This is an optimization exercise on Yosys and OpenROAD, whose aim is small area and a short achievable clock period, not a production implementation.
Where RTL was checked, it was by simulation tests only, not by an equivalence proof against the original.
Power and IR drop assume default switching activity.

==> build 85: inputs <==
==> flow/design.v <==
`timescale 1ns/1ps
module PrefixAdd #(parameter N = 16) (
    input  wire [N-1:0] a,
    input  wire [N-1:0] b,
    input  wire         cin,
    output wire [N-1:0] s
);
    reg [N-1:0] g, p;
    integer i, k;
    always @(*) begin
        g = a & b;
        p = a | b;
        g[0] = g[0] | (p[0] & cin);
        for (k = 1; k < N; k = k * 2)
            for (i = N - 1; i >= k; i = i - 1) begin
                g[i] = g[i] | (p[i] & g[i-k]);
                p[i] = p[i] & p[i-k];
            end
    end
    wire [N-1:0] c = {g[N-2:0], cin};
    assign s = (a ^ c) ^ b;
endmodule
module PrefixInc #(parameter N = 16) (
    input  wire [N-1:0] a,
    output wire [N-1:0] s
);
    reg [N-1:0] p;
    integer i, k;
    always @(*) begin
        p = a;
        for (k = 1; k < N; k = k * 2)
            for (i = N - 1; i >= k; i = i - 1)
                p[i] = p[i] & p[i-k];
    end
    assign s = a ^ {p[N-2:0], 1'b1};
endmodule
`timescale 1ns/1ps
module CPU (
    input  wire clk,
    input  wire rst,
    output wire [15:0] total_instructions,
    output wire [15:0] total_loads,
    output wire [15:0] total_stores,
    output wire [15:0] total_alus,
    output wire [15:0] total_controls,
    output wire [15:0] total_cycles,
    output wire [15:0] total_stall_cycles,
    output reg  done,
    output wire [15:0] imem_addr,
    input  wire [15:0] imem_rdata,
    output wire [15:0] dmem_addr,
    output wire [15:0] dmem_wdata,
    output wire        dmem_we,
    input  wire [15:0] dmem_rdata
);
    reg [15:0] pc;
    reg [3:0]  fc;
    reg        stall;
    reg [15:0] rr;
    reg [15:0] instr;                
    reg [15:0] if_pc;                
    reg [15:0] if_ir;
    reg [15:0] id_pc, id_rd1, id_rd2;
    reg [2:0]  id_rd, id_rt, id_fn;
    reg        id_sxb;
    reg        id_rw, id_lw, id_sw, id_ctl, id_for;
    reg        id_beq, id_bne, id_jmp, id_call, id_ret;
    reg        id_and, id_add, id_sub, id_sll, id_srl;
    reg        id_a_ex, id_a_wb, id_a_r1;
    reg        id_b_ex, id_b_wb, id_b_r2, id_b_im;
    reg        id_f_ex, id_f_wb, id_f_r2;
    reg [15:0] ex_alu, ex_wd;
    reg [15:0] ex_x;                 
    reg [2:0]  ex_rd;                
    reg        ex_rw, ex_lw, ex_sw, ex_ctl;
    reg        ex_fortk, ex_beq, ex_bne, ex_jmp, ex_call, ex_ret;
    reg [15:0] dm_rd;                
    reg [15:0] wb_wd;
    reg [2:0]  wb_rd;
    reg        wb_we;
    reg [15:0] rf [1:7];
    reg [7:1]  rv;
    reg [15:0] c_cyc, c_ld, c_st, c_alu, c_ctl, c_stl;
    wire [15:0] pc1, tgt;
    assign imem_addr          = pc;
    assign dmem_addr          = ex_alu;
    assign dmem_wdata         = ex_wd;
    assign dmem_we            = ex_sw;
    assign total_instructions = c_cyc;
    assign total_cycles       = c_cyc;
    assign total_loads        = c_ld;
    assign total_stores       = c_st;
    assign total_alus         = c_alu;
    assign total_controls     = c_ctl;
    assign total_stall_cycles = c_stl;
    always @(posedge clk)
        instr <= (pc[15:6] == 10'd0) ? imem_rdata : 16'hF000;
    always @(posedge clk)
        if_pc <= pc;
    always @(posedge clk or posedge rst)
        if (rst) if_ir <= 16'b0;
        else     if_ir <= instr;
    wire [3:0] op   = if_ir[15:12];
    wire [2:0] d_rd = if_ir[11:9];
    wire [2:0] d_rs = if_ir[8:6];
    wire [2:0] d_rt = if_ir[5:3];
    wire [2:0] d_fn = if_ir[2:0];
    wire d_r    = (op == 4'd0);
    wire d_j    = (op == 4'd1);
    wire d_andi = (op == 4'd2);
    wire d_addi = (op == 4'd3);
    wire d_lw   = (op == 4'd4);
    wire d_sw   = (op == 4'd5);
    wire d_beq  = (op == 4'd6);
    wire d_bne  = (op == 4'd7);
    wire d_for  = (op == 4'd8);
    wire d_oth  = op[3] & (op[2:0] != 3'd0);
    wire d_byfn = d_r | d_j | d_oth;         
    wire d_jmp  = d_j & (d_fn == 3'd0);
    wire d_call = d_j & (d_fn == 3'd1);
    wire d_ret  = d_j & (d_fn == 3'd2);
    wire d_rw   = d_r | d_andi | d_addi | d_lw | d_for | d_call;
    wire d_sx   = d_addi | d_lw | d_sw | d_beq | d_bne;
    wire d_ctl  = d_beq | d_bne | d_jmp | d_call | d_ret | d_for;
    wire d_and  = (d_byfn & (d_fn == 3'd0)) | d_andi | d_beq | d_bne;
    wire d_add  = (d_byfn & (d_fn == 3'd1)) | d_addi;
    wire d_sub  = d_byfn & (d_fn == 3'd2);
    wire d_sll  = d_byfn & (d_fn == 3'd3);
    wire d_srl  = d_byfn & (d_fn == 3'd4);
    wire d_bim  = d_andi | d_addi;
    wire [15:0] rs_val = (d_rs != 3'd0 && rv[d_rs]) ? rf[d_rs] : 16'b0;
    wire [15:0] rt_val = (d_rt != 3'd0 && rv[d_rt]) ? rf[d_rt] : 16'b0;
    wire [2:0] n_rd = stall ? id_rd : d_rd;
    wire [2:0] n_rt = stall ? id_rt : d_rt;
    wire       ns   = ~stall;
    wire exfw   = id_rw & id_rd[0];                 
    wire wbv    = ex_rw & (ex_rd != 3'd0);          
    wire n_a_ex = exfw & (d_rs == 3'd1);
    wire n_a_wb = ~n_a_ex & wbv & (ex_rd == d_rs);
    wire n_f_ex = exfw & (n_rt == 3'd1);
    wire n_f_wb = ~n_f_ex & wbv & (ex_rd == n_rt);
    wire n_bim  = ns & d_bim;
    always @(posedge clk) begin
        id_pc   <= if_pc;
        id_rd1  <= rs_val;
        id_rd2  <= stall ? id_rd2 : rt_val;
        id_rd   <= n_rd;
        id_rt   <= n_rt;
        id_fn   <= d_fn;
        id_sxb  <= d_sx & if_ir[5];
        id_rw   <= stall | d_rw;
        id_lw   <= stall | d_lw;
        id_sw   <= ns & d_sw;
        id_ctl  <= ns & d_ctl;
        id_for  <= ns & d_for;
        id_beq  <= ns & d_beq;
        id_bne  <= ns & d_bne;
        id_jmp  <= ns & d_jmp;
        id_call <= ns & d_call;
        id_ret  <= ns & d_ret;
        id_and  <= ns & d_and;
        id_add  <= ns & d_add;
        id_sub  <= ns & d_sub;
        id_sll  <= ns & d_sll;
        id_srl  <= ns & d_srl;
        id_a_ex <= n_a_ex;
        id_a_wb <= n_a_wb;
        id_a_r1 <= ~n_a_ex & ~n_a_wb;
        id_f_ex <= n_f_ex;
        id_f_wb <= n_f_wb;
        id_f_r2 <= ~n_f_ex & ~n_f_wb;
        id_b_ex <= ~n_bim & n_f_ex;
        id_b_wb <= ~n_bim & n_f_wb;
        id_b_r2 <= ~n_bim & ~n_f_ex & ~n_f_wb;
        id_b_im <= n_bim;
    end
    always @(posedge clk or posedge rst)
        if (rst) stall <= 1'b0;
        else     stall <= stall | (d_lw & ((d_rt == instr[8:6]) | (d_rt == instr[5:3])));
    always @(posedge clk or posedge rst)
        if (rst)         rr <= 16'b0;
        else if (d_call) rr <= pc1;
    wire [15:0] imm = {{10{id_sxb}}, id_rt, id_fn};
    wire [15:0] A  = ({16{id_a_ex}} & ex_alu) | ({16{id_a_wb}} & wb_wd)
                   | ({16{id_a_r1}} & id_rd1);
    wire [15:0] B  = ({16{id_b_ex}} & ex_alu) | ({16{id_b_wb}} & wb_wd)
                   | ({16{id_b_r2}} & id_rd2) | ({16{id_b_im}} & imm);
    wire [15:0] FB = ({16{id_f_ex}} & ex_alu) | ({16{id_f_wb}} & wb_wd)
                   | ({16{id_f_r2}} & id_rd2);
    wire [15:0] r_and = A & B;
    wire [15:0] r_add, r_sub;
    PrefixAdd #(16) u_add (.a(A), .b(B),  .cin(1'b0), .s(r_add));
    PrefixAdd #(16) u_sub (.a(A), .b(~B), .cin(1'b1), .s(r_sub));
    wire [15:0] r_sll = A << FB[3:0];
    wire [15:0] r_srl = A >> FB[3:0];
    wire [15:0] result = ({16{id_and}} & r_and) | ({16{id_add}} & r_add)
                       | ({16{id_sub}} & r_sub) | ({16{id_sll}} & r_sll)
                       | ({16{id_srl}} & r_srl) | {15'b0, id_for & FB[0]};
    wire [15:0] m_r = 16'hFFFF >> FB[3:0];
    wire [15:0] m_l = 16'hFFFF << FB[3:0];
    wire [15:0] o_ab = A | B;
    wire [15:0] z_add = (A ^ {o_ab[14:0], 1'b0}) ^ B;
    wire [95:0] zv = {{16{id_add}} & z_add,
                      {16{id_sub}} & A & ~B,
                      {16{id_sub}} & ~A & B,
                      {16{id_and}} & A & B,
                      {16{id_sll}} & A & m_r,
                      {16{id_srl}} & A & m_l};
    wire nz = (|zv) | (id_for & FB[0]);
    always @(posedge clk or posedge rst)
        if (rst) begin
            ex_alu   <= 16'b0;
            ex_wd    <= 16'b0;
            ex_rw    <= 1'b0;
            ex_lw    <= 1'b0;
            ex_sw    <= 1'b0;
            ex_ctl   <= 1'b0;
            ex_fortk <= 1'b0;
            ex_beq   <= 1'b0;
            ex_bne   <= 1'b0;
            ex_jmp   <= 1'b0;
            ex_call  <= 1'b0;
            ex_ret   <= 1'b0;
        end else begin
            ex_alu   <= result;
            ex_wd    <= FB;
            ex_rw    <= id_rw;
            ex_lw    <= id_lw;
            ex_sw    <= id_sw;
            ex_ctl   <= id_ctl;
            ex_fortk <= id_for & FB[0];
            ex_beq   <= id_beq;
            ex_bne   <= id_bne;
            ex_jmp   <= id_jmp;
            ex_call  <= id_call;
            ex_ret   <= id_ret;
        end
    always @(posedge clk) begin
        ex_x  <= id_for ? id_rd1 : id_pc;
        ex_rd <= id_rd;
    end
    always @(posedge clk) begin
        dm_rd <= (ex_alu[15:8] == 8'd0) ? dmem_rdata : 16'b0;
        wb_wd <= ex_lw ? dm_rd : ex_alu;
        wb_rd <= ex_rd;
        wb_we <= ex_rw & (ex_rd != 3'd0);
    end
    integer i;
    always @(posedge clk)
        for (i = 1; i < 8; i = i + 1)
            if (wb_we && wb_rd == i) rf[i] <= wb_wd;
    always @(posedge clk or posedge rst)
        if (rst) rv <= 7'b0;
        else for (i = 1; i < 8; i = i + 1)
            if (wb_we && wb_rd == i) rv[i] <= 1'b1;
    wire        hold = done | stall;
    PrefixInc #(16) u_pc1 (.a(pc), .s(pc1));
    PrefixAdd #(16) u_tgt (.a(ex_x), .b(imm), .cin(1'b0), .s(tgt));
    wire [15:0] base = hold     ? pc
                     : ex_fortk ? ex_x
                     : ex_jmp   ? {ex_x[15:9], ex_alu[8:0]}
                     : ex_call  ? ex_alu
                     : ex_ret   ? rr
                     : pc1;
    wire [15:0] pc_nz = (~hold & ex_bne) ? tgt : base;
    wire [15:0] pc_z  = (~hold & ex_beq) ? tgt : base;
    always @(posedge clk or posedge rst)
        if (rst) begin
            pc   <= 16'b0;
            fc   <= 4'd0;
            done <= 1'b0;
        end else begin
            pc <= nz ? pc_nz : pc_z;
            if (!done) begin
                fc <= fc + 4'd1;
                if (fc == 4'd14) done <= 1'b1;
            end
        end
    wire [15:0] c_sel = ex_lw ? c_ld : ex_sw ? c_st : c_alu;
    wire [15:0] c_inc, cyc_inc, ctl_inc, stl_inc;
    PrefixInc #(16) u_cinc (.a(c_sel), .s(c_inc));
    PrefixInc #(16) u_cyc  (.a(c_cyc), .s(cyc_inc));
    PrefixInc #(16) u_ctl  (.a(c_ctl), .s(ctl_inc));
    PrefixInc #(16) u_stl  (.a(c_stl), .s(stl_inc));
    always @(posedge clk or posedge rst)
        if (rst) begin
            c_cyc <= 16'b0;
            c_ld  <= 16'b0;
            c_st  <= 16'b0;
            c_alu <= 16'b0;
            c_ctl <= 16'b0;
            c_stl <= 16'b0;
        end else begin
            c_cyc <= cyc_inc;
            if (ex_lw)               c_ld  <= c_inc;
            if (ex_sw)               c_st  <= c_inc;
            if (!(ex_lw | ex_sw))    c_alu <= c_inc;
            if (ex_ctl)              c_ctl <= ctl_inc;
            if (stall)               c_stl <= stl_inc;
        end
endmodule
==> flow/run.sh <==
#!/bin/bash
# synth_recipe.tcl (not shown) runs the flow's synth.tcl, then flattens the netlist and writes it again
# the make line also repeats each setting of config.mk as NAME=value (left out here)
make -C /OpenROAD-flow-scripts/flow DESIGN_CONFIG=/design/flow/config.mk WORK_HOME=/design/flow/orfs CLKGATE_MAP_FILE= SYNTH_SCRIPT=/design/flow/synth_recipe.tcl finish
==> flow/config.mk <==
export PLATFORM = sky130hd
export DESIGN_NAME = CPU
export DESIGN_NICKNAME = CPU
export VERILOG_FILES = /design/flow/design.v
export SDC_FILE = /design/flow/constraint.sdc
export NUM_CORES = 4
export LEC_CHECK = 0
export CAP_MARGIN = 20
export CORE_MARGIN = 2
export CORE_UTILIZATION = 40
export PLACE_DENSITY = 0.6
export SETUP_SLACK_MARGIN = 5.0
export SLEW_MARGIN = 20
==> flow/constraint.sdc <==
create_clock -name core_clock -period 7.5 [get_ports {clk}]
set_input_delay 1.5000 -clock core_clock [delete_from_list [all_inputs] [get_ports {clk}]]
set_output_delay 1.5000 -clock core_clock [all_outputs]
set_load 0.01 [all_outputs]
==> inputs of build 37, as changes to build 85 <==
--- a/flow/design.v
+++ b/flow/design.v
@@ -149,25 +149,7 @@
         id_fn   <= d_fn;
         id_sxb  <= d_sx & if_ir[5];
-        id_rw   <= stall | d_rw;
-        id_lw   <= stall | d_lw;
-        id_sw   <= ns & d_sw;
-        id_ctl  <= ns & d_ctl;
-        id_for  <= ns & d_for;
-        id_beq  <= ns & d_beq;
-        id_bne  <= ns & d_bne;
-        id_jmp  <= ns & d_jmp;
-        id_call <= ns & d_call;
-        id_ret  <= ns & d_ret;
-        id_and  <= ns & d_and;
-        id_add  <= ns & d_add;
-        id_sub  <= ns & d_sub;
-        id_sll  <= ns & d_sll;
-        id_srl  <= ns & d_srl;
         id_a_ex <= n_a_ex;
         id_a_wb <= n_a_wb;
         id_a_r1 <= ~n_a_ex & ~n_a_wb;
-        id_f_ex <= n_f_ex;
-        id_f_wb <= n_f_wb;
-        id_f_r2 <= ~n_f_ex & ~n_f_wb;
         id_b_ex <= ~n_bim & n_f_ex;
         id_b_wb <= ~n_bim & n_f_wb;
@@ -176,4 +158,44 @@
     end
     always @(posedge clk or posedge rst)
+        if (rst) begin
+            id_rw   <= 1'b0;
+            id_lw   <= 1'b0;
+            id_sw   <= 1'b0;
+            id_ctl  <= 1'b0;
+            id_for  <= 1'b0;
+            id_beq  <= 1'b0;
+            id_bne  <= 1'b0;
+            id_jmp  <= 1'b0;
+            id_call <= 1'b0;
+            id_ret  <= 1'b0;
+            id_and  <= 1'b0;
+            id_add  <= 1'b0;
+            id_sub  <= 1'b0;
+            id_sll  <= 1'b0;
+            id_srl  <= 1'b0;
+            id_f_ex <= 1'b0;
+            id_f_wb <= 1'b0;
+            id_f_r2 <= 1'b0;
+        end else begin
+            id_rw   <= stall | d_rw;
+            id_lw   <= stall | d_lw;
+            id_sw   <= ns & d_sw;
+            id_ctl  <= ns & d_ctl;
+            id_for  <= ns & d_for;
+            id_beq  <= ns & d_beq;
+            id_bne  <= ns & d_bne;
+            id_jmp  <= ns & d_jmp;
+            id_call <= ns & d_call;
+            id_ret  <= ns & d_ret;
+            id_and  <= ns & d_and;
+            id_add  <= ns & d_add;
+            id_sub  <= ns & d_sub;
+            id_sll  <= ns & d_sll;
+            id_srl  <= ns & d_srl;
+            id_f_ex <= n_f_ex;
+            id_f_wb <= n_f_wb;
+            id_f_r2 <= ~n_f_ex & ~n_f_wb;
+        end
+    always @(posedge clk or posedge rst)
         if (rst) stall <= 1'b0;
         else     stall <= stall | (d_lw & ((d_rt == instr[8:6]) | (d_rt == instr[5:3])));
@@ -244,6 +266,8 @@
         wb_wd <= ex_lw ? dm_rd : ex_alu;
         wb_rd <= ex_rd;
-        wb_we <= ex_rw & (ex_rd != 3'd0);
     end
+    always @(posedge clk or posedge rst)
+        if (rst) wb_we <= 1'b0;
+        else     wb_we <= ex_rw & (ex_rd != 3'd0);
     integer i;
     always @(posedge clk)
==> flow/flow/run.sh (new file) <==
#!/bin/bash
# The standard layout (standard synthesis, floorplan, placement, CTS,
# routing), with one change: every input and output port is buffered with
# sky130_fd_sc_hd__buf_2 instead of ORFS's default port buffer cell.
set -euo pipefail
export BUFFER_PORTS_ARGS="-buffer_cell sky130_fd_sc_hd__buf_2"
bash standard.sh > standard_flow.log 2>&1
==> flow/standard.sh (new file) <==
#!/bin/bash
# synth_recipe.tcl (not shown) runs the flow's synth.tcl, then flattens the netlist and writes it again
# the make line also repeats each setting of config.mk as NAME=value (left out here)
make -C /OpenROAD-flow-scripts/flow DESIGN_CONFIG=/design/flow/config.mk WORK_HOME=/design/flow/orfs CLKGATE_MAP_FILE= SYNTH_SCRIPT=/design/flow/synth_recipe.tcl "${@:-finish}"
--- a/flow/config.mk
+++ b/flow/config.mk
@@ -6,8 +6,12 @@
 export NUM_CORES = 4
 export LEC_CHECK = 0
+export ABC_AREA = 1
 export CAP_MARGIN = 20
 export CORE_MARGIN = 2
 export CORE_UTILIZATION = 40
+export CTS_BUF_LIST = sky130_fd_sc_hd__clkbuf_16
+export CTS_CLUSTER_DIAMETER = 80
+export CTS_CLUSTER_SIZE = 24
 export PLACE_DENSITY = 0.6
-export SETUP_SLACK_MARGIN = 5.0
+export SETUP_SLACK_MARGIN = 4.7
 export SLEW_MARGIN = 20
removed: flow/run.sh
==> comparison table <==
Relative area of clock buffers and inverters in the final design: build 85 0.0585; build 37 0.0379
Max stage delay cell, worst path: build 85 sky130_fd_sc_hd__or4_4; build 37 sky130_fd_sc_hd__dfrtp_4
Highest attainable clock frequency: build 85 0.274 GHz; build 37 0.351 GHz
Dominant cell by count in the synthesized netlist: build 85 sky130_fd_sc_hd__nor2_1; build 37 sky130_fd_sc_hd__nand2_1
Well-Tap Cells: build 85 765; build 37 846
Multi-In Gates: build 85 1596; build 37 2359
Router iterations before antenna repair: build 85 10; build 37 8
Number of antenna violations at the first check in global routing: build 85 1; build 37 7
Slew HR: build 85 0.261; build 37 0.299
Post-CTS setup buffer count: build 85 289; build 37 49
Inst Count DP: build 85 3126; build 37 4258
Non-clock inverter instance count of the final layout: build 85 44; build 37 353
First-pass GRT wire length: build 85 129000 µm; build 37 134000 µm
Clock buffer count: build 85 73; build 37 31
Reg2reg setup slack: build 85 3.85 ns; build 37 4.83 ns
Final routed wire length divided by cell count: build 85 24.0 µm; build 37 20.2 µm
Min-delay src: build 85 id_lw; build 37 instr[0]
Internal power contribution: build 85 6.20 mW; build 37 6.00 mW
Area share of fa/ha/maj cells after synthesis: build 85 0.0183; build 37 0.0111
Synthesized area: build 85 0.0232 mm²; build 37 0.0255 mm²
Total global-route track usage: build 85 0.281; build 37 0.264
Wl on met1: build 85 35900 µm; build 37 39300 µm
Clock buffers created by TritonCTS: build 85 52; build 37 31
Layout cell share with drive strength beyond 1: build 85 0.358; build 37 0.157
Run status: build 85 no timing/DRC/antenna violations; build 37 no timing/DRC/antenna violations
Combinational power: build 85 2.98 mW; build 37 5.88 mW
Post-Syn Instances: build 85 2287; build 37 3323
Function not checked in build 85: the RTL went through the layout flow alone.

==> static timing again, ports no longer ideal <==
The flow's constraints put no driver on any port. The routed layouts listed below were extracted and timed again, unchanged, in two steps. Step 1 assumes that a clkbuf_16 drives the clock port and a buf_2 every other input. Step 2 times the ports against the registers' clock, not the clock port: input delays grow and output delays shrink by t, the midpoint of the rising clock arrivals with the driver on. Three values: no drivers, after step 1, after step 2; two values: the first two.
run | shift t [ns] | setup WS [ns] | clock arrival spread, ns
build 85 | 0.663 | 3.852 / 3.852 / 3.852 | 0.069 / 0.069
build 37 | 0.694 | 4.653 / 4.590 / 4.586 | 0.035 / 0.036
After both steps every run listed still meets setup and hold. The setup slack of build 37, which loses most, moves by -0.063 ns with the drivers and by -0.067 ns with both steps. Setup slack includes reset recovery checks.
